Source: an optimization exercise on an open RTL-to-GDS flow (aim: small area, a short achievable clock period and few clock cycles). Production flows keep margins and buffers that such runs may drop.
The RTL was checked by simulation tests, not by an equivalence proof against the original design.
Power and IR drop assume default switching activity.

## main
## MIPS
module MIPS(
    clk,
    rst_n,
    in_valid,
    instruction,
    output_reg,
    out_valid,
    out_1,
    out_2,
    out_3,
    out_4,
    instruction_fail
);
Size: ~3,700 cells after synthesis, about 180 flip-flops, roughly 0.022 mm² of cells after synthesis.
Settings: LEC_CHECK=0, ABC_AREA=1, CAP_MARGIN=20, CORE_MARGIN=2, CORE_UTILIZATION=30, PLACE_DENSITY=0.45, SLEW_MARGIN=20, SYNTH_HIERARCHICAL=1; clock period 32.0 ns.
standard.sh (not shown) runs the stock make flow with config.mk's settings and CLKGATE_MAP_FILE= SYNTH_SCRIPT=/design/flow/synth_recipe.tcl, a recipe that flattens the netlist after the stock synthesis.
==> flow/flow/run.sh <==
#!/bin/bash
# The standard layout (standard.sh: standard synthesis and ORFS steps),
# with one change: the buffers that global placement puts on every input and
# output port are sky130_fd_sc_hd__buf_2 instead of the cell buffer_ports
# picks by default (a slow delay buffer, clkdlybuf4s50_1).
set -euo pipefail
export BUFFER_PORTS_ARGS="-buffer_cell sky130_fd_sc_hd__buf_2"
bash standard.sh > standard.log 2>&1
main finished every stage and its layout cleared the timing, DRC and antenna checks.
Testbench counts of main, summed over its fixed seeds: cycles 6,193.
Inputs modified between main and the feature branch:
--- a/flow/design.v
+++ b/flow/design.v
@@ -65,28 +65,33 @@
     any = 1'b0;
     multi = 1'b0;
     for (int i = 0; i < 16; i++) begin
         multi = multi | (any & x[i]);
         any = any | x[i];
     end
     onehot16 = any && !multi;
 endfunction
+function automatic [2:0] idx(input [5:0] h);
+    idx = 3'd7;
+    for (int j = 0; j < 6; j++)
+        if (h[j]) idx = j[2:0];
+endfunction
 function automatic [15:0] rev(input [15:0] x);
     for (int i = 0; i < 16; i++) rev[i] = x[15 - i];
 endfunction
 logic [15:0] R [0:5];
 logic [15:0] A, B;
 logic        Bneg;
 logic [3:0]  sh;
 logic op_add, op_and, op_or, op_nor, op_shl, op_shr, op_one;
 logic busy, first;
 logic [5:0] dest;
 logic [3:0] hit;
-logic [5:0] osel [0:3];
+logic [2:0] osel [0:3];
 logic [5:0]  rs1h, rt1h, rd1h, wdest;
 logic        rtype, addi, f_add, f_and, f_or, f_nor, f_shl, f_shr, f_gcd, is_gcd;
 logic        fail, za, zb, pa, pb, same, gdone;
 logic [15:0] ra, rb;
 logic [5:0]  zf, pf;
 assign rs1h  = dec(instruction[25:21]);
 assign rt1h  = dec(instruction[20:16]);
 assign rd1h  = dec(instruction[15:11]);
@@ -178,20 +183,20 @@
         op_shr <= !addi && f_shr;
         op_one <= !addi && f_gcd && !same && (pa || pb);
         instruction_fail <= fail;
         dest <= fail ? 6'd0 : wdest;
         hit[0] <= !fail && |(dec(output_reg[4:0])   & wdest);
         hit[1] <= !fail && |(dec(output_reg[9:5])   & wdest);
         hit[2] <= !fail && |(dec(output_reg[14:10]) & wdest);
         hit[3] <= !fail && |(dec(output_reg[19:15]) & wdest);
-        osel[0] <= fail ? 6'd0 : dec(output_reg[4:0])   & ~wdest;
-        osel[1] <= fail ? 6'd0 : dec(output_reg[9:5])   & ~wdest;
-        osel[2] <= fail ? 6'd0 : dec(output_reg[14:10]) & ~wdest;
-        osel[3] <= fail ? 6'd0 : dec(output_reg[19:15]) & ~wdest;
+        osel[0] <= fail ? 3'd7 : idx(dec(output_reg[4:0]) & ~wdest);
+        osel[1] <= fail ? 3'd7 : idx(dec(output_reg[9:5]) & ~wdest);
+        osel[2] <= fail ? 3'd7 : idx(dec(output_reg[14:10]) & ~wdest);
+        osel[3] <= fail ? 3'd7 : idx(dec(output_reg[19:15]) & ~wdest);
     end
 end
 always_ff @(posedge clk or negedge rst_n) begin
     if (!rst_n) begin
         for (int j = 0; j < 6; j++) R[j] <= 16'd0;
     end else begin
         for (int j = 0; j < 6; j++)
             if (out_valid && dest[j]) R[j] <= res;
@@ -255,16 +260,21 @@
     any = 1'b0;
     multi = 1'b0;
     for (int i = 0; i < 16; i++) begin
         multi = multi | (any & x[i]);
         any = any | x[i];
     end
     onehot16 = any && !multi;
 endfunction
+function automatic [2:0] idx(input [5:0] h);
+    idx = 3'd7;
+    for (int j = 0; j < 6; j++)
+        if (h[j]) idx = j[2:0];
+endfunction
 function automatic [15:0] rev(input [15:0] x);
     for (int i = 0; i < 16; i++) rev[i] = x[15 - i];
 endfunction
 logic [15:0] us1, vs1, vs2;
 logic [16:0] d1;
 assign us1 = strip(A);
 assign vs1 = sstrip(B, Bneg);
 assign d1  = {1'b0, us1} - {1'b0, vs1};
@@ -276,17 +286,17 @@
 assign t2  = (d2 == 17'd0) || (vs2 == 16'd1);
 endmodule
 module MIPS_alu_out (
     input  logic [15:0] A,
     input  logic [15:0] B,
     input  logic [3:0]  sh,
     input  logic        op_add, op_and, op_or, op_nor, op_shl, op_shr, op_one,
     input  logic [3:0]  hit,
-    input  logic [5:0]  osel0, osel1, osel2, osel3,
+    input  logic [2:0]  osel0, osel1, osel2, osel3,
     input  logic [15:0] R0, R1, R2, R3, R4, R5,
     output logic [15:0] res,
     output logic [15:0] out_1, out_2, out_3, out_4
 );
 function automatic [5:0] dec(input [4:0] c);
     dec[0] = (c == 5'b10001);
     dec[1] = (c == 5'b10010);
     dec[2] = (c == 5'b01000);
@@ -333,40 +343,45 @@
     any = 1'b0;
     multi = 1'b0;
     for (int i = 0; i < 16; i++) begin
         multi = multi | (any & x[i]);
         any = any | x[i];
     end
     onehot16 = any && !multi;
 endfunction
+function automatic [2:0] idx(input [5:0] h);
+    idx = 3'd7;
+    for (int j = 0; j < 6; j++)
+        if (h[j]) idx = j[2:0];
+endfunction
 function automatic [15:0] rev(input [15:0] x);
     for (int i = 0; i < 16; i++) rev[i] = x[15 - i];
 endfunction
 logic [15:0] shl;
 assign shl = A << sh;
 always_comb begin
     res = ({16{op_add}} & (A + B))
         | ({16{op_and}} & (A & B))
         | ({16{op_or}}  & (A | B))
         | ({16{op_nor}} & ~(A | B))
         | ({16{op_shl}} & shl)
         | ({16{op_shr}} & rev(shl))
         | ({16{op_one}} & lowbit(A | B));
 end
 logic [15:0] R [0:5];
-logic [5:0]  osel [0:3];
+logic [2:0]  osel [0:3];
 assign R[0] = R0; assign R[1] = R1; assign R[2] = R2;
 assign R[3] = R3; assign R[4] = R4; assign R[5] = R5;
 assign osel[0] = osel0; assign osel[1] = osel1; assign osel[2] = osel2; assign osel[3] = osel3;
 logic [15:0] o [0:3];
 always_comb begin
     for (int k = 0; k < 4; k++) begin
         o[k] = {16{hit[k]}} & res;
         for (int j = 0; j < 6; j++)
-            o[k] = o[k] | ({16{osel[k][j]}} & R[j]);
+            o[k] = o[k] | ({16{osel[k] == j}} & R[j]);
     end
 end
 assign out_1 = o[0];
 assign out_2 = o[1];
 assign out_3 = o[2];
 assign out_4 = o[3];
 endmodule
==> comparison <==
The feature branch was carried through to the last stage, and its layout satisfied the timing, DRC and antenna checks. Final sequential cell count down 6.7% in the feature branch wrt main. Summary: worst hold slack, the feature branch worse than main. When the feature branch is measured against main, its post-synthesis instance area turns out 150 µm² lower. met2 global-route usage came out lower on the feature branch than on main. Delta (the feature branch minus main): total power moved up; clock insertion delay at the later pin of the skew report moved down; die outline height moved down; clock net sink count moved down; wire length moved down.
Testbench counts of the feature branch, summed over its fixed seeds: cycles 6,193.

[re-timing with driven ports]
In the flow no input, the clock included, has a driving cell. The finished layouts below were timed again as built, in two steps. Step 1, drivers: a clkbuf_16 drives clk and a buf_2 each remaining input, both assumed. Step 2 also shifts input and output timing later by t, the mid clock arrival at the registers, as if the neighbouring blocks saw the same clock. a / b / c = no drivers / after step 1 / after step 2; a / b = the first two.
| run | shift t [ns] | setup slack, ns | worst hold slack (ns) | worst setup path at the end | slew at the worst register clock pin (ns) |
|---|---|---|---|---|---|
| main | 0.559 | 22.447 / 22.385 / 22.759 | 0.576 / 0.576 / 0.576 | input to register | 0.09 / 0.09 |
| the feature branch | 0.524 | 22.425 / 22.362 / 22.558 | 0.568 / 0.568 / 0.568 | input to register | 0.08 / 0.08 |
After both steps setup and hold are still met in every run listed.
